Background: an optimization exercise with open tools, aiming at small area, a short achievable clock period and few clock cycles. Do not read the settings as production practice. No run shown here included a check of the RTL's function; only the layout flow was run. No run shown here takes its clock network from TritonCTS; it comes from the design's own scripts or RTL. The clock port is modelled as an ideal driver, which makes a skipped or thinned clock tree look cheaper than it is; a real chip needs a root buffer or a tree. Power and IR drop assume default switching activity.

$ cat config.mk
export PLATFORM = sky130hd
export DESIGN_NAME = axi4_lite_slave_wrapper
export DESIGN_NICKNAME = axi4_lite_slave_wrapper
export VERILOG_FILES = /design/flow/design.v
export SDC_FILE = /design/flow/constraint.sdc
export NUM_CORES = 4
export LEC_CHECK = 0
export CAP_MARGIN = 20
export CORE_MARGIN = 2
export CORE_UTILIZATION = 40
export SETUP_SLACK_MARGIN = 1.55
export SLEW_MARGIN = 20
export TNS_END_PERCENT = 0
$ cat constraint.sdc
create_clock -name core_clock -period 3.0 [get_ports {aclk}]
set_input_delay 0.6000 -clock core_clock [delete_from_list [all_inputs] [get_ports {aclk}]]
set_output_delay 0.6000 -clock core_clock [all_outputs]
set_load 0.01 [all_outputs]
$ cat flow/cts_pre.tcl
# Sourced by ORFS's cts.tcl (PRE_CTS_TCL) after the placed design is loaded.
# Builds a shallow, balanced clock tree by hand (see clock_tree.tcl): the
# clock port feeds FLOW_CTS_MIDS middle buffers, which feed
# FLOW_CTS_LEAVES leaf buffers placed at the centres of k-means clusters of
# the flip-flops. The clock_tree_synthesis call that follows becomes a no-op;
# the rest of cts.tcl (legalisation, timing repair) runs as usual.
source [file join [file dirname [info script]] clock_tree.tcl]
build_clock_tree3 aclk $::env(FLOW_CTS_MIDS) $::env(FLOW_CTS_MID) \
  $::env(FLOW_CTS_LEAVES) $::env(FLOW_CTS_LEAF)
rename clock_tree_synthesis __unused_clock_tree_synthesis
proc clock_tree_synthesis {args} {
  puts "clock tree built by flow/clock_tree.tcl"
  set_propagated_clock [all_clocks]
}
$ cat flow/cts_post.tcl
# Sourced by ORFS's cts.tcl (POST_CTS_TCL) after its timing repair: gives a
# stronger drive to single-drive logic cells that fan out to four or more
# pins (the wide enables and selects) and to buffers that fan out to six or
# more, then legalises the placement again.
set my_n 0
foreach inst [get_cells *] {
  set m [get_property $inst ref_name]
  if {![regexp {^sky130_fd_sc_hd__(nand|nor|and|or|a2|a3|o2|o3|inv|buf|mux2)[a-z0-9_]*_1$} $m]} continue
  set out [get_pins -of_objects $inst -filter "direction==output"]
  set fo [llength [get_pins -of_objects [get_nets -of_objects $out] -filter "direction==input"]]
  if {$fo < 4} continue
  regsub {_1$} $m {_2} m2
  set lc [get_lib_cells -quiet */$m2]
  if {[llength $lc]} { replace_cell $inst $lc; incr my_n }
}
# buffers that fan out to six or more pins (port buffers and the buffers
# placement added after them) get a buf_8
foreach inst [get_cells *] {
  set m [get_property $inst ref_name]
  if {![regexp {^sky130_fd_sc_hd__(buf|clkbuf)_[124]$} $m]} continue
  if {[string match cts_* [get_full_name $inst]]} continue
  set out [get_pins -of_objects $inst -filter "direction==output"]
  set fo [llength [get_pins -of_objects [get_nets -of_objects $out] -filter "direction==input"]]
  if {$fo < 6} continue
  set lc [get_lib_cells -quiet */sky130_fd_sc_hd__buf_8]
  if {[llength $lc]} { replace_cell $inst $lc; incr my_n }
}
puts "cts_post.tcl: upsized $my_n cells"
detailed_placement
estimate_parasitics -placement
$ cat flow/run.sh
#!/bin/bash
# Standard ORFS layout, with buf_1 port buffers, resizing not tied to cell
# footprints, a hand-built clock tree (port -> 4 -> 16 buffers) (flow/cts_pre.tcl) and
# stronger drives on high-fanout logic (flow/cts_post.tcl).
set -euo pipefail
cd "$(dirname "$0")/.."
export FLOW_CTS_LEAVES=16
export FLOW_CTS_LEAF=sky130_fd_sc_hd__clkbuf_8
export FLOW_CTS_MIDS=4
export FLOW_CTS_MID=sky130_fd_sc_hd__clkbuf_8
bash standard.sh \
  "BUFFER_PORTS_ARGS=-buffer_cell sky130_fd_sc_hd__buf_1" \
  MATCH_CELL_FOOTPRINT=0 \
  "PRE_CTS_TCL=$(pwd)/flow/cts_pre.tcl" \
  "POST_CTS_TCL=$(pwd)/flow/cts_post.tcl" \
  finish > flow_orfs.log 2>&1
$ cat flow/clock_tree.tcl
# Build a two-level clock tree by hand: K leaf buffers at the centroids of a
# k-means clustering of the clock sinks, fed directly by the clock port (K<=4)
# or through a root buffer.
proc kmeans {pts K} {
  set n [llength $pts]
  set order [lsort -real -index 0 $pts]
  set cent {}
  for {set k 0} {$k < $K} {incr k} {
    lappend cent [lindex $order [expr {int(($k + 0.5) * $n / $K)}]]
  }
  for {set iter 0} {$iter < 50} {incr iter} {
    set asg {}
    foreach p $pts {
      set best 0; set bd 1e30
      for {set k 0} {$k < $K} {incr k} {
        set c [lindex $cent $k]
        set d [expr {abs([lindex $p 0]-[lindex $c 0]) + abs([lindex $p 1]-[lindex $c 1])}]
        if {$d < $bd} { set bd $d; set best $k }
      }
      lappend asg $best
    }
    set sx {}; set sy {}; set cnt {}
    for {set k 0} {$k < $K} {incr k} { lappend sx 0.0; lappend sy 0.0; lappend cnt 0 }
    foreach p $pts a $asg {
      lset sx $a [expr {[lindex $sx $a] + [lindex $p 0]}]
      lset sy $a [expr {[lindex $sy $a] + [lindex $p 1]}]
      lset cnt $a [expr {[lindex $cnt $a] + 1}]
    }
    set new {}
    for {set k 0} {$k < $K} {incr k} {
      if {[lindex $cnt $k] > 0} {
        lappend new [list [expr {[lindex $sx $k]/[lindex $cnt $k]}] [expr {[lindex $sy $k]/[lindex $cnt $k]}]]
      } else { lappend new [lindex $cent $k] }
    }
    set cent $new
  }
  return [list $cent $asg $cnt]
}

proc build_clock_tree {clk_port K leaf_master root_master} {
  set db [ord::get_db]
  set block [ord::get_db_block]
  set net [[$block findBTerm $clk_port] getNet]
  set sinks {}
  foreach it [$net getITerms] {
    if {[$it isInputSignal]} { lappend sinks $it }
  }
  set pts {}
  foreach it $sinks {
    set bb [[$it getInst] getBBox]
    lappend pts [list [expr {([$bb xMin]+[$bb xMax])/2.0}] [expr {([$bb yMin]+[$bb yMax])/2.0}]]
  }
  set n [llength $pts]
  # k-means, seeded along the x axis after sorting
  set order [lsort -real -index 0 $pts]
  set cent {}
  for {set k 0} {$k < $K} {incr k} {
    lappend cent [lindex $order [expr {int(($k + 0.5) * $n / $K)}]]
  }
  for {set iter 0} {$iter < 50} {incr iter} {
    set asg {}
    foreach p $pts {
      set best 0; set bd 1e30
      for {set k 0} {$k < $K} {incr k} {
        set c [lindex $cent $k]
        set d [expr {abs([lindex $p 0]-[lindex $c 0]) + abs([lindex $p 1]-[lindex $c 1])}]
        if {$d < $bd} { set bd $d; set best $k }
      }
      lappend asg $best
    }
    set sx {}; set sy {}; set cnt {}
    for {set k 0} {$k < $K} {incr k} { lappend sx 0.0; lappend sy 0.0; lappend cnt 0 }
    foreach p $pts a $asg {
      lset sx $a [expr {[lindex $sx $a] + [lindex $p 0]}]
      lset sy $a [expr {[lindex $sy $a] + [lindex $p 1]}]
      lset cnt $a [expr {[lindex $cnt $a] + 1}]
    }
    set new {}
    for {set k 0} {$k < $K} {incr k} {
      if {[lindex $cnt $k] > 0} {
        lappend new [list [expr {[lindex $sx $k]/[lindex $cnt $k]}] [expr {[lindex $sy $k]/[lindex $cnt $k]}]]
      } else { lappend new [lindex $cent $k] }
    }
    set cent $new
  }
  puts "clock tree: $n sinks, cluster sizes $cnt"
  set lm [$db findMaster $leaf_master]
  set feed $net
  if {$root_master ne ""} {
    set rm [$db findMaster $root_master]
    set root [odb::dbInst_create $block $rm "cts_root"]
    set cx 0.0; set cy 0.0
    foreach c $cent { set cx [expr {$cx + [lindex $c 0]}]; set cy [expr {$cy + [lindex $c 1]}] }
    $root setLocation [expr {int($cx/$K)}] [expr {int($cy/$K)}]
    $root setPlacementStatus PLACED
    [$root findITerm A] connect $net
    set feed [odb::dbNet_create $block "clknet_root"]
    $feed setSigType CLOCK
    [$root findITerm X] connect $feed
  }
  for {set k 0} {$k < $K} {incr k} {
    set b [odb::dbInst_create $block $lm "cts_leaf_$k"]
    set c [lindex $cent $k]
    $b setLocation [expr {int([lindex $c 0])}] [expr {int([lindex $c 1])}]
    $b setPlacementStatus PLACED
    [$b findITerm A] connect $feed
    set ln [odb::dbNet_create $block "clknet_leaf_$k"]
    $ln setSigType CLOCK
    [$b findITerm X] connect $ln
    set leafnet($k) $ln
  }
  foreach it $sinks a $asg {
    $it disconnect
    $it connect $leafnet($a)
  }
  $net setSigType CLOCK
}

# Port -> M middle buffers -> K leaf buffers -> sinks (M <= 4: the port feeds them directly).
proc build_clock_tree3 {clk_port M mid_master K leaf_master} {
  set db [ord::get_db]
  set block [ord::get_db_block]
  set net [[$block findBTerm $clk_port] getNet]
  set sinks {}
  foreach it [$net getITerms] { if {[$it isInputSignal]} { lappend sinks $it } }
  set pts {}
  foreach it $sinks {
    set bb [[$it getInst] getBBox]
    lappend pts [list [expr {([$bb xMin]+[$bb xMax])/2.0}] [expr {([$bb yMin]+[$bb yMax])/2.0}]]
  }
  lassign [kmeans $pts $K] lcent lasg lcnt
  # the leaves go to the M middle buffers in equal groups: sorted by x into
  # columns, each column sorted by y
  set cols [expr {$M >= 4 ? 2 : 1}]
  set per [expr {$K / $M}]
  set idx {}
  for {set k 0} {$k < $K} {incr k} { lappend idx [list $k {*}[lindex $lcent $k]] }
  set idx [lsort -real -index 1 $idx]
  set masg [lrepeat $K 0]
  set g 0
  set colsize [expr {$K / $cols}]
  for {set c 0} {$c < $cols} {incr c} {
    set col [lsort -real -index 2 [lrange $idx [expr {$c * $colsize}] [expr {($c + 1) * $colsize - 1}]]]
    for {set i 0} {$i < [llength $col]} {incr i} {
      lset masg [lindex $col $i 0] [expr {$g + $i / $per}]
    }
    incr g [expr {$colsize / $per}]
  }
  set mcent {}; set mcnt {}
  for {set m 0} {$m < $M} {incr m} {
    set sx 0.0; set sy 0.0; set n 0
    for {set k 0} {$k < $K} {incr k} {
      if {[lindex $masg $k] == $m} {
        set sx [expr {$sx + [lindex $lcent $k 0]}]; set sy [expr {$sy + [lindex $lcent $k 1]}]; incr n
      }
    }
    lappend mcent [list [expr {$sx / $n}] [expr {$sy / $n}]]
    lappend mcnt $n
  }
  puts "clock tree: [llength $sinks] sinks, leaf clusters $lcnt, middle groups $mcnt"
  set mm [$db findMaster $mid_master]
  set lm [$db findMaster $leaf_master]
  for {set m 0} {$m < $M} {incr m} {
    set b [odb::dbInst_create $block $mm "cts_mid_$m"]
    set c [lindex $mcent $m]
    $b setLocation [expr {int([lindex $c 0])}] [expr {int([lindex $c 1])}]
    $b setPlacementStatus PLACED
    [$b findITerm A] connect $net
    set mn [odb::dbNet_create $block "clknet_mid_$m"]
    $mn setSigType CLOCK
    [$b findITerm X] connect $mn
    set midnet($m) $mn
  }
  for {set k 0} {$k < $K} {incr k} {
    set b [odb::dbInst_create $block $lm "cts_leaf_$k"]
    set c [lindex $lcent $k]
    $b setLocation [expr {int([lindex $c 0])}] [expr {int([lindex $c 1])}]
    $b setPlacementStatus PLACED
    [$b findITerm A] connect $midnet([lindex $masg $k])
    set ln [odb::dbNet_create $block "clknet_leaf_$k"]
    $ln setSigType CLOCK
    [$b findITerm X] connect $ln
    set leafnet($k) $ln
  }
  foreach it $sinks a $lasg {
    $it disconnect
    $it connect $leafnet($a)
  }
  $net setSigType CLOCK
}
$ cat design.v
package axi_pkg;
  typedef enum logic [1:0] {
    RESP_OKAY   = 2'b00,
    RESP_EXOKAY = 2'b01,
    RESP_SLVERR = 2'b10,
    RESP_DECERR = 2'b11
  } axi_resp_t;
  localparam int NUM_REGS = 8;
  localparam logic [7:0] REG_CTRL_OFFSET     = 8'h00;
  localparam logic [7:0] REG_STATUS_OFFSET   = 8'h04;
  localparam logic [7:0] REG_DATA_TX_OFFSET  = 8'h08;
  localparam logic [7:0] REG_DATA_RX_OFFSET  = 8'h0C;
  localparam logic [7:0] REG_IRQ_EN_OFFSET   = 8'h10;
  localparam logic [7:0] REG_IRQ_STAT_OFFSET = 8'h14;
  localparam logic [7:0] REG_SCRATCH_OFFSET  = 8'h18;
  localparam logic [7:0] REG_VERSION_OFFSET  = 8'h1C;
  localparam int REG_CTRL     = 0;
  localparam int REG_STATUS   = 1;
  localparam int REG_DATA_TX  = 2;
  localparam int REG_DATA_RX  = 3;
  localparam int REG_IRQ_EN   = 4;
  localparam int REG_IRQ_STAT = 5;
  localparam int REG_SCRATCH  = 6;
  localparam int REG_VERSION  = 7;
  localparam logic [31:0] IP_VERSION = 32'h0001_0000;
endpackage
module axi4_lite_slave #(
  parameter int ADDR_WIDTH = 32,
  parameter int DATA_WIDTH = 32
)(
  input  logic                    aclk,
  input  logic                    aresetn,
  input  logic [ADDR_WIDTH-1:0]   awaddr,
  input  logic [2:0]              awprot,
  input  logic                    awvalid,
  output logic                    awready,
  input  logic [DATA_WIDTH-1:0]   wdata,
  input  logic [DATA_WIDTH/8-1:0] wstrb,
  input  logic                    wvalid,
  output logic                    wready,
  output logic [1:0]              bresp,
  output logic                    bvalid,
  input  logic                    bready,
  input  logic [ADDR_WIDTH-1:0]   araddr,
  input  logic [2:0]              arprot,
  input  logic                    arvalid,
  output logic                    arready,
  output logic [DATA_WIDTH-1:0]   rdata,
  output logic [1:0]              rresp,
  output logic                    rvalid,
  input  logic                    rready
);
  logic [31:0] reg_ctrl;
  logic [31:0] reg_data_tx;
  logic [31:0] reg_irq_en;
  logic [31:0] reg_scratch;
  logic       aw_v0, aw_v1;           
  logic [4:0] aw_e0, aw_e1;
  logic       aw_blk;                 
  logic       w_blk;                  
  logic [3:0] w_arm;                  
  logic       awready_q, wready_q;    
  logic       b_v, b_idle, b_err;     
  logic       bs_v, bs_err;           
  assign awready = awready_q;
  assign wready  = wready_q;
  assign bvalid  = b_v;
  assign bresp   = {b_err, 1'b0};
  wire aw_fire = awvalid & ~aw_blk;
  wire w_fire  = wvalid & ~w_blk;
  wire b_free  = b_idle | bready;     
  wire       aw_ok_in = (awaddr[31:5] == 27'd0);
  wire [4:0] aw_e_in  = {~aw_ok_in,
                         aw_ok_in & (awaddr[4:2] == 3'd6),
                         aw_ok_in & (awaddr[4:2] == 3'd4),
                         aw_ok_in & (awaddr[4:2] == 3'd2),
                         aw_ok_in & (awaddr[4:2] == 3'd0)};
  logic       aw_v0_d, aw_v1_d, bs_v_d, b_v_d, w_go_d;
  logic [4:0] aw_e0_d;
  always_comb begin
    aw_v0_d = aw_v0;
    aw_v1_d = aw_v1;
    if (w_fire) begin
      aw_v0_d = aw_v1 | aw_fire;
      aw_v1_d = 1'b0;
    end else if (aw_fire) begin
      aw_v0_d = 1'b1;
      aw_v1_d = aw_v0;
    end
  end
  assign aw_e0_d = (w_fire | ~aw_v0) ? (aw_v1 ? aw_e1 : aw_e_in) : aw_e0;
  assign bs_v_d  = ~b_free & (bs_v | w_fire);
  assign b_v_d   = b_free ? (bs_v | w_fire) : 1'b1;
  assign w_go_d  = aw_v0_d & ~bs_v_d;
  always_ff @(posedge aclk or negedge aresetn) begin
    if (!aresetn) begin
      aw_v0     <= 1'b0;
      aw_v1     <= 1'b0;
      aw_blk    <= 1'b1;
      w_blk     <= 1'b1;
      w_arm     <= 4'd0;
      awready_q <= 1'b0;
      wready_q  <= 1'b0;
      b_v       <= 1'b0;
      b_idle    <= 1'b1;
      b_err     <= 1'b0;
      bs_v      <= 1'b0;
      bs_err    <= 1'b0;
    end else begin
      aw_v0     <= aw_v0_d;
      aw_v1     <= aw_v1_d;
      aw_blk    <= aw_v1_d;
      w_blk     <= ~w_go_d;
      w_arm     <= {4{w_go_d}} & aw_e0_d[3:0];
      awready_q <= ~aw_v1_d;
      wready_q  <= w_go_d;
      b_v       <= b_v_d;
      b_idle    <= ~b_v_d;
      bs_v      <= bs_v_d;
      if (b_free) b_err <= bs_v ? bs_err : aw_e0[4];
      if (~bs_v)  bs_err <= aw_e0[4];
    end
  end
  always_ff @(posedge aclk) begin
    aw_e0 <= aw_e0_d;
    if (~aw_v1) aw_e1 <= aw_e_in;
  end
  always_ff @(posedge aclk or negedge aresetn) begin
    if (!aresetn) begin
      reg_ctrl    <= '0;
      reg_data_tx <= '0;
      reg_irq_en  <= '0;
      reg_scratch <= '0;
    end else begin
      for (int b = 0; b < 4; b++) begin
        if (wvalid && wstrb[b]) begin
          if (w_arm[0]) reg_ctrl[b*8 +: 8]    <= wdata[b*8 +: 8];
          if (w_arm[1]) reg_data_tx[b*8 +: 8] <= wdata[b*8 +: 8];
          if (w_arm[2]) reg_irq_en[b*8 +: 8]  <= wdata[b*8 +: 8];
          if (w_arm[3]) reg_scratch[b*8 +: 8] <= wdata[b*8 +: 8];
        end
      end
    end
  end
  logic        ar_v0, ar_v1;          
  logic        ar_blk;                
  logic        arready_q;             
  logic [5:0]  ar_lo, ar_hi_n;
  logic        ar_ok1;
  logic [2:0]  ar_idx1;
  logic        r_v, r_idle, r_err;    
  logic [31:0] r_data;
  assign arready = arready_q;
  assign rvalid  = r_v;
  assign rdata   = r_data;
  assign rresp   = {r_err, 1'b0};
  wire ar_fire  = arvalid & ~ar_blk;
  wire r_load   = r_idle | rready;    
  wire ar_pop   = r_load & ar_v0;
  wire ar_ok_in = (araddr[31:5] == 27'd0);
  wire       sel_ok  = ar_v1 ? ar_ok1  : ar_ok_in;
  wire [2:0] sel_idx = ar_v1 ? ar_idx1 : araddr[4:2];
  wire [5:0] lo_d = {~sel_ok,
                     sel_ok & (sel_idx == 3'd6),
                     sel_ok & (sel_idx == 3'd4),
                     sel_ok & (sel_idx[2:1] == 2'd1),
                     sel_ok & (sel_idx == 3'd1),
                     sel_ok & (sel_idx == 3'd0)};
  wire [5:0] hi_d = {~sel_ok,
                     sel_ok & (sel_idx == 3'd7),
                     sel_ok & (sel_idx == 3'd6),
                     sel_ok & (sel_idx == 3'd4),
                     sel_ok & (sel_idx[2:1] == 2'd1),
                     sel_ok & (sel_idx == 3'd0)};
  logic ar_v0_d, ar_v1_d;
  always_comb begin
    ar_v0_d = ar_v0;
    ar_v1_d = ar_v1;
    if (ar_pop) begin
      ar_v0_d = ar_v1 | ar_fire;
      ar_v1_d = 1'b0;
    end else if (ar_fire) begin
      ar_v0_d = 1'b1;
      ar_v1_d = ar_v0;
    end
  end
  always_ff @(posedge aclk or negedge aresetn) begin
    if (!aresetn) begin
      ar_v0     <= 1'b0;
      ar_v1     <= 1'b0;
      ar_blk    <= 1'b1;
      arready_q <= 1'b0;
      r_v       <= 1'b0;
      r_idle    <= 1'b1;
      r_err     <= 1'b0;
    end else begin
      ar_v0     <= ar_v0_d;
      ar_v1     <= ar_v1_d;
      ar_blk    <= ar_v1_d;
      arready_q <= ~ar_v1_d;
      if (r_load) begin
        r_v    <= ar_v0;
        r_idle <= ~ar_v0;
        r_err  <= ar_lo[5];
      end
    end
  end
  wire        r_hold = ~r_load;
  wire [5:0]  g_lo   = {6{r_load}} & ar_lo;
  wire [5:0]  g_hi   = {6{r_load}} & ~ar_hi_n;
  wire [31:0] lo_word = ({32{r_hold}}  & r_data)
                      | ({32{g_lo[0]}} & reg_ctrl)
                      | ({32{g_lo[1]}} & {31'd0, reg_ctrl[0]})
                      | ({32{g_lo[2]}} & reg_data_tx)
                      | ({32{g_lo[3]}} & reg_irq_en)
                      | ({32{g_lo[4]}} & reg_scratch)
                      | ({32{g_lo[5]}} & 32'hDEADBEEF);
  wire [31:0] hi_word = ({32{r_hold}}  & r_data)
                      | ({32{g_hi[0]}} & reg_ctrl)
                      | ({32{g_hi[1]}} & reg_data_tx)
                      | ({32{g_hi[2]}} & reg_irq_en)
                      | ({32{g_hi[3]}} & reg_scratch)
                      | ({32{g_hi[4]}} & axi_pkg::IP_VERSION)
                      | ({32{g_hi[5]}} & 32'hDEADBEEF);
  always_ff @(posedge aclk) begin
    if (ar_pop | ~ar_v0) begin
      ar_lo   <= lo_d;
      ar_hi_n <= ~hi_d;
    end
    if (~ar_v1) begin
      ar_ok1  <= ar_ok_in;
      ar_idx1 <= araddr[4:2];
    end
    r_data <= {hi_word[31:16], lo_word[15:0]};
  end
endmodule
module axi4_lite_slave_wrapper #(
  parameter int ADDR_WIDTH = 32,
  parameter int DATA_WIDTH = 32
)(
  input  logic                      aclk,
  input  logic                      aresetn,
  input  logic [ADDR_WIDTH-1:0]     s_axi_awaddr,
  input  logic [2:0]                s_axi_awprot,
  input  logic                      s_axi_awvalid,
  output logic                      s_axi_awready,
  input  logic [DATA_WIDTH-1:0]     s_axi_wdata,
  input  logic [DATA_WIDTH/8-1:0]   s_axi_wstrb,
  input  logic                      s_axi_wvalid,
  output logic                      s_axi_wready,
  output logic [1:0]                s_axi_bresp,
  output logic                      s_axi_bvalid,
  input  logic                      s_axi_bready,
  input  logic [ADDR_WIDTH-1:0]     s_axi_araddr,
  input  logic [2:0]                s_axi_arprot,
  input  logic                      s_axi_arvalid,
  output logic                      s_axi_arready,
  output logic [DATA_WIDTH-1:0]     s_axi_rdata,
  output logic [1:0]                s_axi_rresp,
  output logic                      s_axi_rvalid,
  input  logic                      s_axi_rready
);
  axi4_lite_slave #(
    .ADDR_WIDTH (ADDR_WIDTH),
    .DATA_WIDTH (DATA_WIDTH)
  ) u_slave (
    .aclk    (aclk),           .aresetn (aresetn),
    .awaddr  (s_axi_awaddr),   .awprot  (s_axi_awprot),
    .awvalid (s_axi_awvalid),  .awready (s_axi_awready),
    .wdata   (s_axi_wdata),    .wstrb   (s_axi_wstrb),
    .wvalid  (s_axi_wvalid),   .wready  (s_axi_wready),
    .bresp   (s_axi_bresp),    .bvalid  (s_axi_bvalid),
    .bready  (s_axi_bready),
    .araddr  (s_axi_araddr),   .arprot  (s_axi_arprot),
    .arvalid (s_axi_arvalid),  .arready (s_axi_arready),
    .rdata   (s_axi_rdata),    .rresp   (s_axi_rresp),
    .rvalid  (s_axi_rvalid),   .rready  (s_axi_rready)
  );
endmodule
$ cat standard.sh
#!/bin/bash
# synth_recipe.tcl (not shown) runs the flow's synth.tcl, then flattens the netlist and writes it again
# the make line also repeats each setting of config.mk as NAME=value (left out here)
make -C /OpenROAD-flow-scripts/flow DESIGN_CONFIG=/design/flow/config.mk WORK_HOME=/design/flow/orfs CLKGATE_MAP_FILE= SYNTH_SCRIPT=/design/flow/synth_recipe.tcl "${@:-finish}"
==> flow_summary.json, run 1 <==
{
  "outcome": "complete, no violations",
  "clock_latency_ns": 0.33,
  "design.final.nets": 879,
  "crit_type": "input pin to flop",
  "clkTransAtPathRegs_ns": 0.08,
  "die_w_um": 147.5,
  "cellPowerDensity_mw_per_mm2": 845.4,
  "synthCells": 619,
  "max_stage_delay_ns": 0.38,
  "worstPathBufferInverterCount": 1,
  "ys.flop_type": "dfrtp_1",
  "synth.most_common_cell": "dfrtp_1",
  "pin_count": 154,
  "core_mm2": 0.02023,
  "seqPwrFrac": 0.572,
  "setup.worst_path.start_class": "input pin",
  "critPathCaptureType": "flop",
  "reg2reg_to": "u_slave.w_arm[0]",
  "fin_tns_setup_ns": 0,
  "syn_area_per_cell_um2": 13.30,
  "routedWlPerCell_um": 18.85,
  "syn_to_final_growth_pct": 17.37,
  "synthArstFlopShare": 0.7212,
  "p_leak_nw": 3.883,
  "rows": 52,
  "routabilityCongestion": 0.7522,
  "drc": 0,
  "io_buffers": 141,
  "cp.required_ns": 3.21,
  "path_cells": "buf_1, nor4_4, nand4_4, or3_4, a311oi_2",
  "yosys.area.top_type": "dfrtp_1",
  "synth_top_area_share": 0.4407,
  "maxCapViolations": 0,
  "place_inst": 1010,
  "dr.pass1.iters": 7,
  "tightest_slew_ns": 0.7942,
  "drtIter0Drc": 386,
  "die-area_mm2": 0.02175,
  "yosysWarningCount": 1,
  "grt_first_pass_wirelength_um": 31220,
  "grt_start_max_net_pins": 65,
  "grt_pass1_vias": 6061,
  "finalSetupViolCount": 0,
  "cpMaxStageDelayCell": "or3_4",
  "cpLargestDelayFamily": "simple AND/OR/NAND/NOR gates",
  "holdWs_ns": 0.1617,
  "slew_viol_final": 0,
  "initial_utilization": 0.4069,
  "drive_gt1_frac": 0.3469,
  "swShare": 0.3003,
  "p_int_mw": 5.716,
  "syn_area_mm2": 0.008233,
  "synth_edf_count": 13,
  "rsz0062_at_grt": "yes",
  "fin_skew_ns": 0.05975,
  "antenna_found_initial": 5,
  "ys_seq_area_frac": 0.6135,
  "hold_class": "input pin to asynchronous set/reset pin",
  "track_usage": 0.1766,
  "gr-total-overflow": 0,
  "hold_viol": 0,
  "peakVddDrop_mv": 0.3897,
  "routed_wl_um": 19530,
  "p_sw_mw": 2.453,
  "ys_seq_elements": 208,
  "fmax_mhz": 616.5,
  "rr_worst_depth": 4,
  "viasPerCell": 5.483,
  "p_comb_frac": 0.255,
  "die_h_um": 147.5,
  "netlist_top_cells_area": "dfrtp_1, mux2_2, dfxtp_1",
  "clkPwrFrac": 0.172,
  "antenna_left": 0,
  "r2r_start": "u_slave.aw_v1",
  "design_power_total_mw": 8.169,
  "path_max_fanout": 5,
  "r2r_setup_slack_ns": 1.42,
  "vias": 5680,
  "ys_top_cells_by_count": "dfrtp_1, mux2_2, dfxtp_1",
  "ys_types": 43,
  "relSlewSlack": 0.4705,
  "period_needed_ns": 1.622,
  "cp.arrival_ns": 1.83,
  "timing.final.crit_share": 0.5407,
  "dp_hpwl_um": 13010,
  "layoutNonFillerInstCount": 1036
}
-- cell usage in the layout, fill, tap and decap left out, types with 3 or more instances in the layout --
cell type  synthesis  routed
dfrtp_1          145     143
mux2_2           132     132
buf_1              3     101
dfxtp_1           45      45
buf_2              3      38
nor2_1            40      37
a31oi_1           31      31
a222oi_1          23      23
clkbuf_8           0      20
a22oi_1           17      17
a21oi_1           16      16
nand3_2            0      16
nand2_1           16      14
edfxtp_1          13      13
a21boi_0          10      10
inv_2              1       8
nor4_1            12       7
inv_1             15       7
nand3_1           22       6
nor4_4             2       5
buf_8              0       5
buf_4              4       5
dfstp_2            5       5
nor4_2             2       4
nand4_1            4       4
nor2_2             0       3
o211ai_1           4       3
o21ba_2            3       3
mux2i_2            0       3
nor3_1             4       3
-- registers in the layout (all words and copies together), names as in the netlist, 4 cells and up --
name / count
u_slave.r_data: 32
u_slave.reg_ctrl: 32
u_slave.reg_data_tx: 32
u_slave.reg_irq_en: 32
u_slave.reg_scratch: 32
u_slave.ar_hi_n: 6
u_slave.ar_lo: 6
u_slave.aw_e0: 5
u_slave.aw_e1: 5
u_slave.w_arm: 4
-- metal layers --
metal / vias to the layer above / wire, um / track usage
li1: 2616 / - / -
met2: 160 / 9745 / 0.3126
met3: 31 / 1195 / 0.03179
met4: 4 / 354 / 0.04231
met5: - / 21 / 0
met1: 2869 / 8210 / 0.2262
-- per-stage QoR --
step	setup slack [ns]	area, um2	util
after floorplan	1.304	8250	-
after global placement	0.8195	9071	0.4483
after detailed placement	0.7583	9071	0.4483
after global routing	1.333	9663	0.4776
final	1.378	9663	0.4776
-- power by group through the flow --
| stage | combinational (mW) | clock (mW) | sequential, mW |
|---|---|---|---|
| final | 2.09 | 1.41 | 4.67 |
| after global routing | 2.31 | 1.57 | 4.82 |
| after detailed placement | 2.00 | 0 | 4.70 |
| after global placement | 1.90 | 0 | 4.62 |
| after floorplan | 1.51 | 0 | 4.47 |
-- how the worst max path moves through the flow --
| stage | start | end | slack (ns) | depth (start not counted) |
|---|---|---|---|---|
| 3_5_place_dp | s_axi_wvalid | u_slave.reg_data_tx[10] | 0.76 | 4 |
| 2_1_floorplan | s_axi_awaddr[14] | u_slave.w_arm[0] | 1.30 | 4 |
| 6_report | s_axi_awaddr[14] | u_slave.w_arm[0] | 1.38 | 5 |
| 3_3_place_gp | s_axi_wvalid | u_slave.reg_data_tx[13] | 0.82 | 4 |
| 5_1_grt | s_axi_awaddr[15] | u_slave.w_arm[0] | 1.33 | 5 |
-- logic make-up (layout without fill, tap and decap cells) --
family,after synthesis,after routing,synth area share
AOI/OAI and AO/OA,114,114,0.1024
buffers and inverters,43,187,0.02188
muxes,138,138,0.1880
DFF,208,208,0.6135
other,1,4,0.0004555
and+or+nand+nor,115,115,0.07371
-- area by class of cell --
cell class	instances	area, um2
fill	1833	10570
multi-input combinational	369	3207
tap	270	337.8
sequential	208	5054
buffer	20	275.3
antenna	2	5.005
timing repair buffer	151	721.9
inverter	16	62.56
==> run 2: changes to the inputs <==
--- a/design.v
+++ b/design.v
@@ -60,3 +60,2 @@
   logic       w_blk;                  
-  logic [3:0] w_arm;                  
   logic       awready_q, wready_q;    
@@ -72,7 +71,8 @@
   wire       aw_ok_in = (awaddr[31:5] == 27'd0);
-  wire [4:0] aw_e_in  = {~aw_ok_in,
-                         aw_ok_in & (awaddr[4:2] == 3'd6),
-                         aw_ok_in & (awaddr[4:2] == 3'd4),
-                         aw_ok_in & (awaddr[4:2] == 3'd2),
-                         aw_ok_in & (awaddr[4:2] == 3'd0)};
+  wire [4:0] aw_e_in  = {aw_ok_in,
+                         awaddr[4:2] == 3'd6,
+                         awaddr[4:2] == 3'd4,
+                         awaddr[4:2] == 3'd2,
+                         awaddr[4:2] == 3'd0};
+  wire [3:0] w_sel = {4{~w_blk & aw_e0[4]}} & aw_e0[3:0];
   logic       aw_v0_d, aw_v1_d, bs_v_d, b_v_d, w_go_d;
@@ -100,3 +100,2 @@
       w_blk     <= 1'b1;
-      w_arm     <= 4'd0;
       awready_q <= 1'b0;
@@ -113,3 +112,2 @@
       w_blk     <= ~w_go_d;
-      w_arm     <= {4{w_go_d}} & aw_e0_d[3:0];
       awready_q <= ~aw_v1_d;
@@ -119,4 +117,4 @@
       bs_v      <= bs_v_d;
-      if (b_free) b_err <= bs_v ? bs_err : aw_e0[4];
-      if (~bs_v)  bs_err <= aw_e0[4];
+      if (b_free) b_err <= bs_v ? bs_err : ~aw_e0[4];
+      if (~bs_v)  bs_err <= ~aw_e0[4];
     end
@@ -136,6 +134,6 @@
         if (wvalid && wstrb[b]) begin
-          if (w_arm[0]) reg_ctrl[b*8 +: 8]    <= wdata[b*8 +: 8];
-          if (w_arm[1]) reg_data_tx[b*8 +: 8] <= wdata[b*8 +: 8];
-          if (w_arm[2]) reg_irq_en[b*8 +: 8]  <= wdata[b*8 +: 8];
-          if (w_arm[3]) reg_scratch[b*8 +: 8] <= wdata[b*8 +: 8];
+          if (w_sel[0]) reg_ctrl[b*8 +: 8]    <= wdata[b*8 +: 8];
+          if (w_sel[1]) reg_data_tx[b*8 +: 8] <= wdata[b*8 +: 8];
+          if (w_sel[2]) reg_irq_en[b*8 +: 8]  <= wdata[b*8 +: 8];
+          if (w_sel[3]) reg_scratch[b*8 +: 8] <= wdata[b*8 +: 8];
         end
==> run 2 against run 1 <==
Utilization increased by 1.2 points; fmax decreased by 3.4%; clock skew decreased by 0.0063 ns; worst setup slack got worse by 0.057 ns; design area decreased by 0.66%; critical path depth unchanged; flip-flop and latch count decreased by 4; critical path type unchanged; die area decreased by 2.4%; first-iteration DRC count decreased by 13%; synthesized cell count decreased by 2.1%.
==> flow_summary.json, run 2 <==
{
  "pin_count": 154,
  "maxCapViolations": 0,
  "place_inst": 988,
  "netlist_top_cells_area": "dfrtp_1, mux2_2, dfxtp_1",
  "synth-xor-area-share": 0,
  "p_comb_frac": 0.237,
  "cp.required_ns": 3.06,
  "hold_class": "input pin to asynchronous set/reset pin",
  "period_needed_ns": 1.679,
  "grt_use_met1": 0.2312,
  "grt_start_max_net_pins": 57,
  "peakVddDrop_mv": 0.3680,
  "setup.worst_path.start_class": "input pin",
  "synth_edf_count": 17,
  "yosys.area.top_type": "dfrtp_1",
  "die_h_um": 145.7,
  "core_mm2": 0.01959,
  "ys_top_cells_by_count": "dfrtp_1, mux2_2, dfxtp_1",
  "hold_viol": 0,
  "synthArstFlopShare": 0.7157,
  "fin_skew_ns": 0.05350,
  "clkTransAtPathRegs_ns": 0.12,
  "syn_area_per_cell_um2": 13.25,
  "cellPowerDensity_mw_per_mm2": 813.5,
  "swShare": 0.3008,
  "p_leak_nw": 3.935,
  "fin_util": 0.4900,
  "vias": 5573,
  "finalSetupViolCount": 0,
  "track_usage": 0.1799,
  "syn_to_final_growth_pct": 19.52,
  "drive_gt1_frac": 0.3298,
  "routed_wl_um": 19590,
  "p_int_mw": 5.460,
  "fin_tns_setup_ns": 0,
  "holdWs_ns": 0.1600,
  "tightest_slew_ns": 0.7650,
  "antenna_found_initial": 5,
  "clkPwrFrac": 0.181,
  "drc": 0,
  "dr.pass1.iters": 5,
  "routedWlPerCell_um": 19.07,
  "ys_seq_elements": 204,
  "final_common_cell": "dfrtp_1",
  "final_cell_mix": "dfrtp_1, mux2_2, buf_1, dfxtp_1, nor2_1",
  "design.final.nets": 873,
  "rows": 51,
  "p_sw_mw": 2.349,
  "die-area_mm2": 0.02123,
  "synth_top_area_share": 0.4393,
  "grt_first_pass_wirelength_um": 31320,
  "fmax_mhz": 595.5,
  "die_w_um": 145.7,
  "ys.flop_type": "dfrtp_1",
  "synthCells": 606,
  "io_buffers": 141,
  "slew_viol_final": 0,
  "timing.final.crit_share": 0.5597,
  "routabilityCongestion": 0.7579,
  "dp_hpwl_um": 13060,
  "viasPerCell": 5.426,
  "use_met2": 0.3167,
  "use_met3": 0.02696,
  "top_usage_layer": "met2",
  "synth.most_common_cell": "dfrtp_1",
  "ys_seq_area_frac": 0.6214,
  "design_power_total_mw": 7.809,
  "r2r_setup_slack_ns": 1.33,
  "rr_worst_depth": 4,
  "synth_fa_ha_area_frac": 0,
  "rsz0062_at_grt": "yes",
  "antenna_left": 0,
  "syn_area_mm2": 0.008031,
  "outcome": "complete, no violations",
  "relSlewSlack": 0.4900,
  "clock_latency_ns": 0.34,
  "gr-total-overflow": 0,
  "initial_utilization": 0.4100,
  "drtIter0Drc": 335,
  "reg2reg_to": "u_slave.ar_hi_n[3]",
  "ys_types": 35,
  "synth_simple_gate_area_frac": 0.06995,
  "cp.arrival_ns": 1.74,
  "path_max_fanout": 9,
  "seqPwrFrac": 0.582,
  "crit_type": "input pin to flop",
  "layoutNonFillerInstCount": 1027,
  "grt_pass1_vias": 5903,
  "synthMuxAreaShare": 0.1871,
  "synth_top_family_by_area": "multiplexers",
  "critPathCaptureType": "flop",
  "yosysWarningCount": 1,
  "r2r_start": "u_slave.ar_v1",
  "synth_compound_area_frac": 0.09737
}
[run 2: changes by cell type in the layout (fill, tap and decap cells not counted), sizes merged, moves of 5 or more]
cell	delta
nand2	+10
nor2	+7
inv	-5
nand3	-18
buf	+10
[run 2: worst max path at each step]
stage	cells after the start	startpoint	to	slack (ns)
2_1_floorplan	5	s_axi_araddr[5]	u_slave.ar_hi_n[2]	1.20
3_3_place_gp	6	s_axi_wvalid	u_slave.reg_ctrl[18]	0.83
3_5_place_dp	6	s_axi_wvalid	u_slave.reg_ctrl[23]	0.79
5_1_grt	4	u_slave.ar_v1	u_slave.ar_hi_n[2]	1.25
6_report	5	s_axi_araddr[31]	u_slave.ar_hi_n[3]	1.32
[run 2: area by class of cell]
cell class	instances	area [um2]
Tap cell	265	331.6
Inverter	11	41.29
Antenna cell	4	10.01
Buffer	20	275.3
Sequential cell	204	4992
Timing Repair Buffer	161	915.9
Fill cell	1762	9991
Multi-Input combinational cell	362	3033
[run 2: metrics by stage]
stage / worst slack (ns) / instance area [um2]
3_5_place_dp: 0.7863 / 8855
5_1_grt: 1.246 / 9597
2_1_floorplan: 1.203 / 8082
3_3_place_gp: 0.8329 / 8855
6_report: 1.321 / 9599
[run 2: critical path: stages]
cell	delay, ns
buf_1	0.10
nor4_4	0.30
nand4_1	0.17
o21a_4	0.26
or3_1	0.31
[run 2: power by group through the flow]
stage / Sequential (mW) / Combinational (mW) / Clock (mW)
floorplan: 4.32 / 1.33 / 0
global placement: 4.48 / 1.63 / 0
detailed placement: 4.56 / 1.72 / 0
global route: 4.67 / 2.04 / 1.57
finish: 4.54 / 1.85 / 1.41
[run 2: kinds of logic after synthesis]
group / after synthesis
compound gates: 109
buf+inv: 42
flops: 204
mux: 134
other cells: 1
simple gates: 116
[run 2: metal layers]
layer / up-vias / share of wire
met5: - / 0.0015
met2: 173 / 0.50
met1: 2804 / 0.42
li1: 2549 / -
met4: 4 / 0.023
met3: 43 / 0.053
==> run 3: changes to the inputs <==
--- a/config.mk
+++ b/config.mk
@@ -10,3 +10,3 @@
 export CORE_UTILIZATION = 40
-export SETUP_SLACK_MARGIN = 1.55
+export SETUP_SLACK_MARGIN = 1.45
 export SLEW_MARGIN = 20
==> run 3 against run 2 <==
Still clean; sequential share of layout area up 0.25 points; register-to-register slack worse by 0.03 ns; combinational power barely moved; design area decreased by 0.48%; flip-flop and latch count did not move; clock skew shrank 0.00091 ns; synthesized cell count unchanged; first-iteration DRC count grew 9.6%; critical path depth did not move; sequential power is essentially flat; utilization decreased by 0.24 points; die area unchanged; highest routed layer unchanged.
==> flow_summary.json, run 3 <==
{
  "routedWlPerCell_um": 18.96,
  "synthArstFlopShare": 0.7157,
  "tightest_slew_ns": 0.8043,
  "viasPerCell": 5.412,
  "pin_count": 154,
  "peakVddDrop_mv": 0.3669,
  "maxCapViolations": 0,
  "design.final.nets": 870,
  "path_cells": "nor2b_1, buf_8, and3_2, nand2_2, mux2_2",
  "drtIter0Drc": 367,
  "critPathCaptureType": "flop",
  "syn_to_final_growth_pct": 18.94,
  "gr-total-overflow": 0,
  "regArea_mm2": 0.004992,
  "routabilityCongestion": 0.7579,
  "yosys.area.top_type": "dfrtp_1",
  "die_h_um": 145.7,
  "setup.worst_path.start_class": "flop",
  "dp_hpwl_um": 13060,
  "fin_tns_setup_ns": 0,
  "final_common_cell": "dfrtp_1",
  "max_stage_delay_ns": 0.52,
  "ys_seq_elements": 204,
  "fin_util": 0.4876,
  "synth_top_area_share": 0.4393,
  "die-area_mm2": 0.02123,
  "finalSetupViolCount": 0,
  "yosysWarningCount": 1,
  "drive_gt1_frac": 0.3298,
  "fillers": 1763,
  "cellPowerDensity_mw_per_mm2": 815.7,
  "ys_seq_area_frac": 0.6214,
  "track_usage": 0.1767,
  "grt_first_pass_wirelength_um": 30800,
  "syn_area_per_cell_um2": 13.25,
  "ys_top_cells_by_count": "dfrtp_1, mux2_2, dfxtp_1",
  "final_cell_mix": "dfrtp_1, mux2_2, buf_1, dfxtp_1, nor2_1",
  "p_leak_nw": 3.887,
  "fin_skew_ns": 0.05259,
  "slew_viol_final": 0,
  "synthCells": 606,
  "fmax_mhz": 588.2,
  "period_needed_ns": 1.700,
  "hold_class": "input pin to asynchronous set/reset pin",
  "syn_area_mm2": 0.008031,
  "dr.pass1.iters": 5,
  "timing.final.crit_share": 0.5667,
  "core_mm2": 0.01959,
  "grt_start_max_net_pins": 57,
  "rsz0062_at_grt": "yes",
  "synth.most_common_cell": "dfrtp_1",
  "die_w_um": 145.7,
  "cp.required_ns": 3.17,
  "relSlewSlack": 0.4638,
  "initial_utilization": 0.4100,
  "drc": 0,
  "io_buffers": 141,
  "netlist_top_cells_area": "dfrtp_1, mux2_2, dfxtp_1",
  "vias": 5536,
  "grt_pass1_vias": 5801,
  "clkTransAtPathRegs_ns": 0.12,
  "routed_wl_um": 19400,
  "hold_viol": 0,
  "clock_latency_ns": 0.34,
  "ys_types": 35,
  "cp.arrival_ns": 1.87,
  "crit_type": "flop to flop",
  "path_max_fanout": 11,
  "multi_input_comb_area_mm2": 0.003019,
  "outcome": "complete, no violations",
  "ys.flop_type": "dfrtp_1",
  "rows": 51,
  "cpMaxStageDelayCell": "dfstp_2",
  "synth_edf_count": 17,
  "antenna_left": 0,
  "antenna_found_initial": 4
}
==> run 3: cell counts after synthesis <==
No cell type changed its count.
==> run 3: power breakdown <==
| part | switching (mW) | internal, mW |
|---|---|---|
| sequential | 0.691 | 3.85 |
| combinational | 0.838 | 0.998 |
| clock | 0.811 | 0.603 |
==> run 3: layout make-up <==
| cell class | count | share of cell area |
|---|---|---|
| Antenna cell | 3 | 0.0007859 |
| Multi-Input combinational cell | 361 | 0.3160 |
| Buffer | 20 | 0.02881 |
| Timing Repair Buffer | 159 | 0.09273 |
| Sequential cell | 204 | 0.5226 |
| Tap cell | 265 | 0.03471 |
| Inverter | 11 | 0.004322 |
==> run 3: metrics by stage <==
stage / cells / power [mW] / hold slack [ns] / setup WS, ns / cell area [um2]
final: 1023 / 7.792 / 0.1634 / 1.300 / 9553
after floorplan: 607 / 5.645 / 0.3044 / 1.203 / 8082
after global routing: 1022 / 8.250 / 0.1664 / 1.244 / 9550
after global placement: 988 / 6.111 / 0.4509 / 0.8329 / 8855
after detailed placement: 988 / 6.280 / 0.4604 / 0.7863 / 8855
==> run 3: cells by family after synthesis <==
logic type / synth area share
multiplexers: 0.1871
AND/OR/NAND/NOR: 0.06995
flip-flops: 0.6214
AO/OA/AOI/OAI: 0.09737
buffers and inverters: 0.02368
other: 0.0004669
==> run 3: final timing paths <==
path,from,slack [ns],cells past startpoint,end
worst max register to register,u_slave.w_blk,1.30,5,u_slave.reg_ctrl[26]
worst min-delay path,aresetn,0.16,1,u_slave.reg_ctrl[21]
max in group asynchronous,aresetn,2.14,2,u_slave.reg_data_tx[1]
min in group core_clock,u_slave.aw_e1[2],0.47,2,u_slave.aw_e1[2]
worst max-delay path,u_slave.w_blk,1.30,5,u_slave.reg_ctrl[26]
worst min register to register,u_slave.aw_e1[2],0.47,2,u_slave.aw_e1[2]
==> run 3: routing by layer <==
metal / global-route usage / routed length, um
met5: 0 / 29
met2: 0.3137 / 9676
met1: 0.2250 / 8101
met3: 0.02978 / 1121
met4: 0.04412 / 471
==> run 3: worst max-delay path, delay by kind of cell, from the launching register on <==
| family | cells | cell delay (ns) |
|---|---|---|
| simple gates | 3 | 0.54 |
| buf+inv | 1 | 0.15 |
| flops | 1 | 0.52 |
| mux | 1 | 0.37 |
==> run 4: changes to the inputs <==
--- a/config.mk
+++ b/config.mk
@@ -10,4 +10,5 @@
 export CORE_UTILIZATION = 40
-export SETUP_SLACK_MARGIN = 1.45
+export SETUP_SLACK_MARGIN = 1.5
 export SLEW_MARGIN = 20
+export SYNTH_HIERARCHICAL = 1
 export TNS_END_PERCENT = 0
==> run 4 against run 3 <==
Still clean; clock skew is 0.012 ns lower; cell count is 1.9% higher; critical endpoint is now u_slave.reg_ctrl[21]; global-route usage is 0.25 points higher; synthesized cell count stayed put; largest cell class unchanged.
==> flow_summary.json, run 4 <==
{
  "pre_cts_ws_ns": 0.8434,
  "routed_wl_um": 20000,
  "design.final.nets": 885,
  "routabilityCongestion": 0.7407,
  "antenna_left": 0,
  "final_common_cell": "dfrtp_1",
  "timing.final.crit_share": 0.5092,
  "grt_first_pass_wirelength_um": 31550,
  "synthArstFlopShare": 0.7157,
  "viasPerCell": 5.377,
  "synth_fa_ha_area_frac": 0,
  "fmax_mhz": 654.7,
  "ys_types": 40,
  "drive_gt1_frac": 0.3468,
  "p_leak_nw": 4.138,
  "ys_seq_elements": 204,
  "vias": 5603,
  "synth_simple_gate_area_frac": 0.07968,
  "syn_to_final_growth_pct": 21.04,
  "syn_area_mm2": 0.008244,
  "critPathCaptureType": "flop",
  "ys_seq_area_frac": 0.6054,
  "slew_viol_final": 0,
  "rows": 52,
  "cellPowerDensity_mw_per_mm2": 811.9,
  "route.met2.wl_um": 9646,
  "syn_area_per_cell_um2": 13.60,
  "finalSetupViolCount": 0,
  "yosys.area.top_type": "dfrtp_1",
  "outcome": "complete, no violations",
  "die_w_um": 147.6,
  "synth-xor-area-share": 0,
  "p_comb_frac": 0.265,
  "crit_type": "input pin to flop",
  "synth_compound_area_frac": 0.09561,
  "antenna_found_initial": 3,
  "hold_class": "input pin to asynchronous set/reset pin",
  "core_mm2": 0.02023,
  "clkPwrFrac": 0.172,
  "path_max_fanout": 8,
  "initial_utilization": 0.4074,
  "relSlewSlack": 0.4677,
  "maxCapViolations": 0,
  "tightest_slew_ns": 0.7984,
  "swShare": 0.2994,
  "synth.most_common_cell": "dfrtp_1",
  "grt_pass1_vias": 5851,
  "dp_hpwl_um": 12940,
  "pin_count": 154,
  "die-area_mm2": 0.02178,
  "cp.required_ns": 3.17,
  "gr-total-overflow": 0,
  "peakVddDrop_mv": 0.4191,
  "ys_top_cells_by_count": "dfrtp_1, mux2_2, dfxtp_1",
  "rsz0062_at_grt": "yes",
  "synth_top_area_share": 0.4280,
  "synthMuxAreaShare": 0.1958,
  "drtIter0Drc": 350,
  "cp.arrival_ns": 1.70,
  "routedWlPerCell_um": 19.19,
  "io_buffers": 141,
  "synth_edf_count": 17,
  "yosysWarningCount": 7,
  "dr.max_layer_used": "met5",
  "dr.pass1.iters": 5,
  "hold_viol": 0,
  "die_h_um": 147.6,
  "dr_wl_met3_um": 1267,
  "final_cell_mix": "dfrtp_1, buf_1, mux2_2, mux2_4, dfxtp_1",
  "layoutNonFillerInstCount": 1042,
  "track_usage": 0.1792,
  "wl_met1_um": 8700,
  "synthCells": 606,
  "p_sw_mw": 2.425,
  "netlist_top_cells_area": "dfrtp_1, mux2_2, dfxtp_1",
  "fin_skew_ns": 0.04023,
  "synth_top_family_by_area": "multiplexers",
  "grt_start_max_net_pins": 54,
  "place_inst": 993,
  "ys.flop_type": "dfrtp_1",
  "drc": 0,
  "setup_ws_ns": 1.473,
  "seqPwrFrac": 0.563,
  "setup.worst_path.start_class": "input pin",
  "clkTransAtPathRegs_ns": 0.09,
  "period_needed_ns": 1.527,
  "p_int_mw": 5.676,
  "fin_tns_setup_ns": 0,
  "clock_latency_ns": 0.32
}
[run 4: changes by cell type in the layout (fill, tap and decap cells not counted), moves of 3 or more]
cell	previous run	this run
mux2_4	0	42
mux2_2	129	88
nand2_8	0	7
buf_12	10	15
buf_6	0	5
buf_4	2	6
buf_8	7	3
nand2_2	9	5
and3_1	0	3
nand3_1	4	7
nor2_4	9	12
nor3_1	4	1
[run 4: power by group through the flow]
| stage | logic, mW | registers [mW] | clock network [mW] |
|---|---|---|---|
| 2_1_floorplan | 1.50 | 4.34 | 0 |
| 6_report | 2.15 | 4.56 | 1.39 |
| 3_3_place_gp | 1.80 | 4.50 | 0 |
| 3_5_place_dp | 1.88 | 4.58 | 0 |
| 5_1_grt | 2.34 | 4.67 | 1.56 |
[run 4: metrics by stage]
step / hold WS (ns) / utilization / power, mW / instance area [um2]
final: 0.1234 / 0.4931 / 8.101 / 9978
after global routing: 0.1139 / 0.4929 / 8.571 / 9973
after detailed placement: 0.4631 / 0.4486 / 6.462 / 9077
after global placement: 0.4495 / 0.4486 / 6.295 / 9077
after floorplan: 0.3044 / - / 5.838 / 8320
[run 4: worst paths after layout]
check	start	endpoint	slack, ns	depth (start not counted)
max	s_axi_wvalid	u_slave.reg_ctrl[21]	1.47	7
min in group core_clock	u_slave.aw_e1[1]	u_slave.aw_e1[1]	0.48	2
max in group asynchronous	aresetn	u_slave.r_idle	2.28	2
min	aresetn	u_slave.reg_ctrl[12]	0.12	1
min reg2reg	u_slave.aw_e1[1]	u_slave.aw_e1[1]	0.48	2
max reg2reg	u_slave.ar_v1	u_slave.ar_hi_n[0]	1.49	4
[run 4: layout make-up]
cell class / count / area [um2]
timing repair buffer: 169 / 1012
inverter: 11 / 46.29
timing repair inverter: 1 / 5.005
multi-input combinational: 365 / 3304
buffer: 20 / 275.3
tap: 270 / 337.8
antenna: 2 / 5.005
fill: 1790 / 10260
sequential: 204 / 4992
[run 4: worst max-delay path, cell delays in order]
cell     delay [ns]
buf_1          0.07
nor2b_4        0.21
buf_12         0.15
nand2_8        0.08
nor2_4         0.11
buf_12         0.14
mux2_2         0.33
[run 4: layer usage]
layer,GRT usage,up-vias
met1,0.2433,2852
met3,0.02840,34
li1,-,2564
met4,0.04183,2
met5,0,-
met2,0.3037,151
[run 4: logic make-up after synthesis]
kind of cell           after synthesis
other                                1
multiplexers                       133
flip-flops                         204
buffers and inverters               40
AO/OA/AOI/OAI                      110
AND/OR/NAND/NOR                    118
==> run 5: changes to the inputs <==
--- a/design.v
+++ b/design.v
@@ -77,2 +77,8 @@
   wire [3:0] w_sel = {4{~w_blk & aw_e0[4]}} & aw_e0[3:0];
+  logic [3:0][3:0] w_en;
+  for (genvar r = 0; r < 4; r++) begin : g_wen_r
+    for (genvar b = 0; b < 4; b++) begin : g_wen_b
+      axi4_lite_and3 u_en (.a(w_sel[r]), .b(wstrb[b]), .late(wvalid), .y(w_en[r][b]));
+    end
+  end
   logic       aw_v0_d, aw_v1_d, bs_v_d, b_v_d, w_go_d;
@@ -133,8 +139,6 @@
       for (int b = 0; b < 4; b++) begin
-        if (wvalid && wstrb[b]) begin
-          if (w_sel[0]) reg_ctrl[b*8 +: 8]    <= wdata[b*8 +: 8];
-          if (w_sel[1]) reg_data_tx[b*8 +: 8] <= wdata[b*8 +: 8];
-          if (w_sel[2]) reg_irq_en[b*8 +: 8]  <= wdata[b*8 +: 8];
-          if (w_sel[3]) reg_scratch[b*8 +: 8] <= wdata[b*8 +: 8];
-        end
+        if (w_en[0][b]) reg_ctrl[b*8 +: 8]    <= wdata[b*8 +: 8];
+        if (w_en[1][b]) reg_data_tx[b*8 +: 8] <= wdata[b*8 +: 8];
+        if (w_en[2][b]) reg_irq_en[b*8 +: 8]  <= wdata[b*8 +: 8];
+        if (w_en[3][b]) reg_scratch[b*8 +: 8] <= wdata[b*8 +: 8];
       end
@@ -233,2 +237,10 @@
   end
+endmodule
+module axi4_lite_and3 (
+  input  logic a,
+  input  logic b,
+  input  logic late,
+  output logic y
+);
+  assign y = a & b & late;
 endmodule
==> run 5 against run 4 <==
First-iteration DRC count down 8.9%; design area down 5.0%; worst hold slack better by 0.022 ns; power down 4.7%; register-to-register slack worse by 0.19 ns; critical path depth down 4; largest cell class unchanged.
==> flow_summary.json, run 5 <==
{
  "grt_pass1_vias": 5743,
  "io_buffers": 141,
  "cp.arrival_ns": 1.74,
  "ys_seq_elements": 204,
  "path_max_fanout": 5,
  "relSlewSlack": 0.4579,
  "clkTransAtPathRegs_ns": 0.09,
  "setup.worst_path.start_class": "flop",
  "routedWlPerCell_um": 17.39,
  "slew_viol_final": 0,
  "fin_tns_setup_ns": 0,
  "initial_utilization": 0.4035,
  "syn_area_mm2": 0.008085,
  "design.final.nets": 930,
  "pin_count": 154,
  "ys.flop_type": "dfrtp_1",
  "ys_seq_area_frac": 0.6173,
  "routabilityCongestion": 0.7541,
  "rsz0062_at_grt": "yes",
  "die_h_um": 146.2,
  "p_int_mw": 5.413,
  "maxCapViolations": 0,
  "synth.most_common_cell": "dfrtp_1",
  "seqPwrFrac": 0.582,
  "grt_start_max_net_pins": 65,
  "synthArstFlopShare": 0.7157,
  "synth_edf_count": 17,
  "die-area_mm2": 0.02137,
  "holdWs_ns": 0.1452,
  "fmax_mhz": 588.5,
  "yosys.area.top_type": "dfrtp_1",
  "hold_class": "input pin to asynchronous set/reset pin",
  "ys_top_cells_by_count": "dfrtp_1, mux2_2, nand2_1",
  "final_common_cell": "dfrtp_1",
  "p_sw_mw": 2.306,
  "cellPowerDensity_mw_per_mm2": 814.5,
  "synth_top_area_share": 0.4364,
  "clock_latency_ns": 0.32,
  "die_w_um": 146.2,
  "pre_cts_ws_ns": 0.7980,
  "dr.pass1.iters": 6,
  "clkPwrFrac": 0.184,
  "crit_type": "flop to flop",
  "gr-total-overflow": 0,
  "setup_ws_ns": 1.301,
  "fillers": 1881,
  "syn_to_final_growth_pct": 17.21,
  "synthCells": 680,
  "track_usage": 0.1768,
  "outcome": "complete, no violations",
  "drive_gt1_frac": 0.2712,
  "finalSetupViolCount": 0,
  "core_mm2": 0.02004,
  "drtIter0Drc": 319,
  "critPathCaptureType": "flop",
  "drc": 0,
  "swShare": 0.2987,
  "period_needed_ns": 1.699,
  "vias": 5641,
  "routed_wl_um": 18920,
  "syn_area_per_cell_um2": 11.89,
  "timing.final.crit_share": 0.5665,
  "hold_viol": 0,
  "tightest_slew_ns": 0.8132,
  "ys_types": 37,
  "grt_first_pass_wirelength_um": 30860,
  "dp_hpwl_um": 12360,
  "p_leak_nw": 3.929,
  "rows": 52,
  "antenna_found_initial": 3,
  "viasPerCell": 5.185,
  "netlist_top_cells_area": "dfrtp_1, mux2_2, dfxtp_1",
  "peakVddDrop_mv": 0.3678,
  "final_cell_mix": "dfrtp_1, buf_1, mux2_2, nand2_1, dfxtp_1",
  "yosysWarningCount": 7,
  "fin_skew_ns": 0.02677,
  "cp.required_ns": 3.04,
  "antenna_left": 0,
  "p_comb_frac": 0.234
}
## run 5: critical path, stage by stage, from the launching register on
cell and delay (ns):
dfrtp_2 0.50, buf_6 0.15, mux2_4 0.29, or4_1 0.49
## run 5: power groups by stage
stage          clock network [mW]  registers, mW  logic [mW]
6_report                     1.42           4.49        1.80
2_1_floorplan                   0           4.33        1.32
5_1_grt                      1.58           4.64        2.04
3_5_place_dp                    0           4.53        1.71
3_3_place_gp                    0           4.50        1.66
## run 5: kinds of logic after synthesis
kind of cell,synth area share
other,0.0004638
and+or+nand+nor,0.08589
DFF,0.6173
AOI/OAI and AO/OA,0.1139
buffers and inverters,0.04225
muxes,0.1402
## run 5: metrics by stage
step	cell area (um2)	power (mW)	cells	util
final	9477	7.718	1088	0.4729
after global routing	9469	8.254	1085	0.4725
after detailed placement	8884	6.238	1056	0.4433
after global placement	8884	6.159	1056	0.4433
after floorplan	8135	5.647	681	-
## run 5: cell type report
cell class | count | area (um2) | share of cell area
well taps | 270 | 337.8 | 0.03565
multi-input cells | 392 | 2927 | 0.3088
diodes | 3 | 7.507 | 0.0007922
repair buffers | 156 | 772.0 | 0.08146
inverters | 43 | 165.2 | 0.01743
plain buffers | 20 | 275.3 | 0.02905
flip-flops and latches | 204 | 4992 | 0.5268
## run 5: per-layer routing
metal / up-vias / GRT usage / routed length, um
met5: - / 0 / 13
met4: 2 / 0.02379 / 305
met3: 29 / 0.04375 / 1256
met2: 120 / 0.2979 / 8871
met1: 2782 / 0.2395 / 8472
li1: 2708 / - / -
## run 5: path summary, 6_finish.rpt
check	from	to	slack [ns]	cells past startpoint
worst max-delay path	u_slave.ar_v1	u_slave.ar_hi_n[0]	1.30	3
worst min-delay path	aresetn	u_slave.reg_data_tx[20]	0.15	1
worst max register to register	u_slave.ar_v1	u_slave.ar_hi_n[0]	1.30	3
worst min register to register	u_slave.aw_e1[3]	u_slave.aw_e1[3]	0.47	2
max in group asynchronous	aresetn	u_slave.r_idle	2.18	2
min in group core_clock	u_slave.aw_e1[3]	u_slave.aw_e1[3]	0.47	2
==> run 6: changes to the inputs <==
--- a/design.v
+++ b/design.v
@@ -162,16 +162,17 @@
   wire ar_ok_in = (araddr[31:5] == 27'd0);
-  wire       sel_ok  = ar_v1 ? ar_ok1  : ar_ok_in;
+  logic      sel_ok;
+  axi4_lite_mux2 u_sel_ok (.s(ar_v1), .a1(ar_ok1), .a0(ar_ok_in), .y(sel_ok));
   wire [2:0] sel_idx = ar_v1 ? ar_idx1 : araddr[4:2];
-  wire [5:0] lo_d = {~sel_ok,
-                     sel_ok & (sel_idx == 3'd6),
-                     sel_ok & (sel_idx == 3'd4),
-                     sel_ok & (sel_idx[2:1] == 2'd1),
-                     sel_ok & (sel_idx == 3'd1),
-                     sel_ok & (sel_idx == 3'd0)};
-  wire [5:0] hi_d = {~sel_ok,
-                     sel_ok & (sel_idx == 3'd7),
-                     sel_ok & (sel_idx == 3'd6),
-                     sel_ok & (sel_idx == 3'd4),
-                     sel_ok & (sel_idx[2:1] == 2'd1),
-                     sel_ok & (sel_idx == 3'd0)};
+  wire [5:0] lo_d = {sel_ok,
+                     sel_idx == 3'd6,
+                     sel_idx == 3'd4,
+                     sel_idx[2:1] == 2'd1,
+                     sel_idx == 3'd1,
+                     sel_idx == 3'd0};
+  wire [5:0] hi_d = {sel_ok,
+                     sel_idx == 3'd7,
+                     sel_idx == 3'd6,
+                     sel_idx == 3'd4,
+                     sel_idx[2:1] == 2'd1,
+                     sel_idx == 3'd0};
   logic ar_v0_d, ar_v1_d;
@@ -205,3 +206,3 @@
         r_idle <= ~ar_v0;
-        r_err  <= ar_lo[5];
+        r_err  <= ~ar_lo[5];
       end
@@ -210,4 +211,4 @@
   wire        r_hold = ~r_load;
-  wire [5:0]  g_lo   = {6{r_load}} & ar_lo;
-  wire [5:0]  g_hi   = {6{r_load}} & ~ar_hi_n;
+  wire [5:0]  g_lo   = {r_load & ~ar_lo[5], {5{r_load & ar_lo[5]}} & ar_lo[4:0]};
+  wire [5:0]  g_hi   = {r_load & ar_hi_n[5], {5{r_load & ~ar_hi_n[5]}} & ~ar_hi_n[4:0]};
   wire [31:0] lo_word = ({32{r_hold}}  & r_data)
@@ -245,2 +246,10 @@
   assign y = a & b & late;
+endmodule
+module axi4_lite_mux2 (
+  input  logic s,
+  input  logic a1,
+  input  logic a0,
+  output logic y
+);
+  assign y = s ? a1 : a0;
 endmodule
--- a/config.mk
+++ b/config.mk
@@ -10,3 +10,3 @@
 export CORE_UTILIZATION = 40
-export SETUP_SLACK_MARGIN = 1.5
+export SETUP_SLACK_MARGIN = 1.55
 export SLEW_MARGIN = 20
==> run 6 against run 5 <==
Cell count is 2.6% lower; critical path depth increased by 1; sequential power increased by 7.3%; power is 11% higher; design area grew 3.4%; clock power hardly changed; register-to-register slack better by 0.12 ns; via count grew 2.0%; clock skew is 0.013 ns higher; synthesized cell count decreased by 4.7%; flip-flop and latch count stayed put.
==> flow_summary.json, run 6 <==
{
  "routed_wl_um": 20970,
  "ys_seq_elements": 204,
  "yosys.area.top_type": "dfrtp_1",
  "cpMaxStageDelayCell": "edfxtp_1",
  "grt_pass1_vias": 6185,
  "hold_class": "input pin to asynchronous set/reset pin",
  "drtIter0Drc": 350,
  "design.final.nets": 902,
  "setup.worst_path.start_class": "flop",
  "maxCapViolations": 0,
  "syn_to_final_growth_pct": 17.29,
  "ys.flop_type": "dfrtp_1",
  "vias": 5751,
  "synth.most_common_cell": "dfrtp_1",
  "reg2reg_to": "u_slave.reg_scratch[29]",
  "hold_viol": 0,
  "finalSetupViolCount": 0,
  "path_max_fanout": 8,
  "fin_skew_ns": 0.03992,
  "fin_tns_setup_ns": 0,
  "period_needed_ns": 1.579,
  "clock_latency_ns": 0.32,
  "core_mm2": 0.02036,
  "yosysWarningCount": 7,
  "synth_edf_count": 18,
  "netlist_top_cells_area": "dfrtp_1, mux2_2, dfxtp_1",
  "r2r_setup_slack_ns": 1.42,
  "synthArstFlopShare": 0.7157,
  "fin_util": 0.4813,
  "track_usage": 0.1873,
  "peakVddDrop_mv": 0.2337,
  "gr-total-overflow": 0,
  "final_cell_mix": "dfrtp_1, mux2_2, buf_1, dfxtp_1, nand2b_1",
  "cp.arrival_ns": 1.74,
  "drc": 0,
  "timing.final.crit_share": 0.5263,
  "rr_worst_depth": 4,
  "pin_count": 154,
  "final_common_cell": "dfrtp_1",
  "ys_types": 39,
  "design_power_total_mw": 8.584,
  "rsz0062_at_grt": "yes",
  "grt_use_met1": 0.2445,
  "fillers": 1814,
  "synth_top_area_share": 0.4222,
  "io_buffers": 141,
  "initial_utilization": 0.4104,
  "die_w_um": 148.5,
  "critPathCaptureType": "flop",
  "relSlewSlack": 0.5355,
  "path_cells": "nor2b_4, and2_4, and3_4, mux2_4",
  "routabilityCongestion": 0.7541,
  "tightest_slew_ns": 0.6968,
  "stdcell_area_mm2": 0.009802,
  "antenna_found_initial": 3,
  "pre_cts_ws_ns": 0.5743,
  "grt_first_pass_wirelength_um": 32740,
  "fmax_mhz": 633.4,
  "syn_area_per_cell_um2": 12.90,
  "use_met2": 0.3299,
  "setup_ws_ns": 1.421,
  "cp.required_ns": 3.17,
  "r2r_start": "u_slave.aw_e0[4]",
  "rows": 52,
  "syn_area_mm2": 0.008357,
  "slew_viol_final": 0,
  "grt_start_max_net_pins": 77,
  "antenna_left": 0,
  "dr.pass1.iters": 4,
  "crit_type": "flop to flop",
  "die-area_mm2": 0.02206,
  "clkTransAtPathRegs_ns": 0.10,
  "use_met3": 0.02423,
  "outcome": "complete, no violations",
  "ys_top_cells_by_count": "dfrtp_1, mux2_2, dfxtp_1",
  "placed_area_mm2": 0.009097,
  "drive_gt1_frac": 0.3126,
  "synthCells": 648,
  "routedWlPerCell_um": 19.78,
  "max_stage_delay_ns": 0.38,
  "p_leak_nw": 4.025,
  "top_usage_layer": "met2",
  "ys_seq_area_frac": 0.5984,
  "cellPowerDensity_mw_per_mm2": 875.7,
  "viasPerCell": 5.425,
  "dp_hpwl_um": 13670,
  "die_h_um": 148.5
}
run 6: cell count changes after synthesis, moves of 10 or more:
| cell | before | now |
|---|---|---|
| nand2b_1 | 3 | 39 |
| nor2_1 | 40 | 10 |
| mux2_2 | 98 | 125 |
| nor3_1 | 2 | 28 |
| o21ai_0 | 40 | 15 |
| inv_1 | 42 | 18 |
| a221o_1 | 0 | 23 |
| nand2_1 | 48 | 25 |
| a21oi_1 | 20 | 0 |
| o22ai_1 | 15 | 0 |
| a222oi_1 | 13 | 0 |
| a31oi_1 | 26 | 13 |
| a221oi_1 | 15 | 3 |
| a41oi_1 | 1 | 11 |
run 6: cell families after synthesis:
logic type      count (synthesis)  synth area share
compound gates                 95           0.09028
buf+inv                        62           0.03264
flops                         204            0.5984
mux                           130            0.1750
other cells                     1         0.0004487
simple gates                  156            0.1032
run 6: cell type report:
cell class | instances | area (um2) | share of cell area
multi-input cells | 388 | 3318 | 0.3385
inverters | 19 | 71.32 | 0.007276
diodes | 3 | 7.507 | 0.0007659
plain buffers | 20 | 275.3 | 0.02808
repair buffers | 156 | 785.8 | 0.08016
flip-flops and latches | 204 | 5006 | 0.5107
well taps | 270 | 337.8 | 0.03447
run 6: Yosys stat by module (local to each module, per instance), excerpt:
module,cells,times used,flops+latches,area (um2)
axi4_lite_mux2,1,1,0,15.01
axi4_lite_and3,1,16,0,6.256
run 6: stage by stage:
step                std cells  hold WS [ns]
floorplan                 649        0.3044
global placement         1024        0.4375
detailed placement       1024        0.4489
global route             1060        0.1219
finish                   1060        0.1272
run 6: report_power, final:
group	switching, mW	internal, mW	total, mW
clock	0.801	0.603	1.40
combinational	1.05	1.31	2.36
sequential	0.820	4.00	4.82
run 6: how the worst max path moves through the flow:
stage	start	endpoint	slack (ns)	cells after the start
final	u_slave.aw_e0[4]	u_slave.reg_scratch[29]	1.42	4
after global placement	s_axi_rready	u_slave.r_data[11]	0.62	4
after floorplan	s_axi_rready	u_slave.r_data[10]	1.35	5
after detailed placement	s_axi_rready	u_slave.r_data[9]	0.57	4
after global routing	u_slave.aw_e0[4]	u_slave.reg_scratch[26]	1.36	4
run 6: worst max-delay path, delay by kind of cell (launching register included):
family | cells | cell delay (ns)
flops | 1 | 0.38
mux | 1 | 0.33
simple gates | 3 | 0.72
run 6: routing by layer:
metal	up-vias	wire (um)	share of wire
met5	-	0	0
met4	0	592	0.028
met3	39	1211	0.058
met2	188	10350	0.49
met1	2882	8821	0.42
li1	2642	-	-

Re-timed with assumed drivers on the ports (clkbuf_16 on the clock, buf_2 on other inputs), run 6 has 1.421 ns of setup slack against 1.421 ns with ideal ports, and 1.164 ns once port delays also move by the mid clock arrival of 0.376 ns.
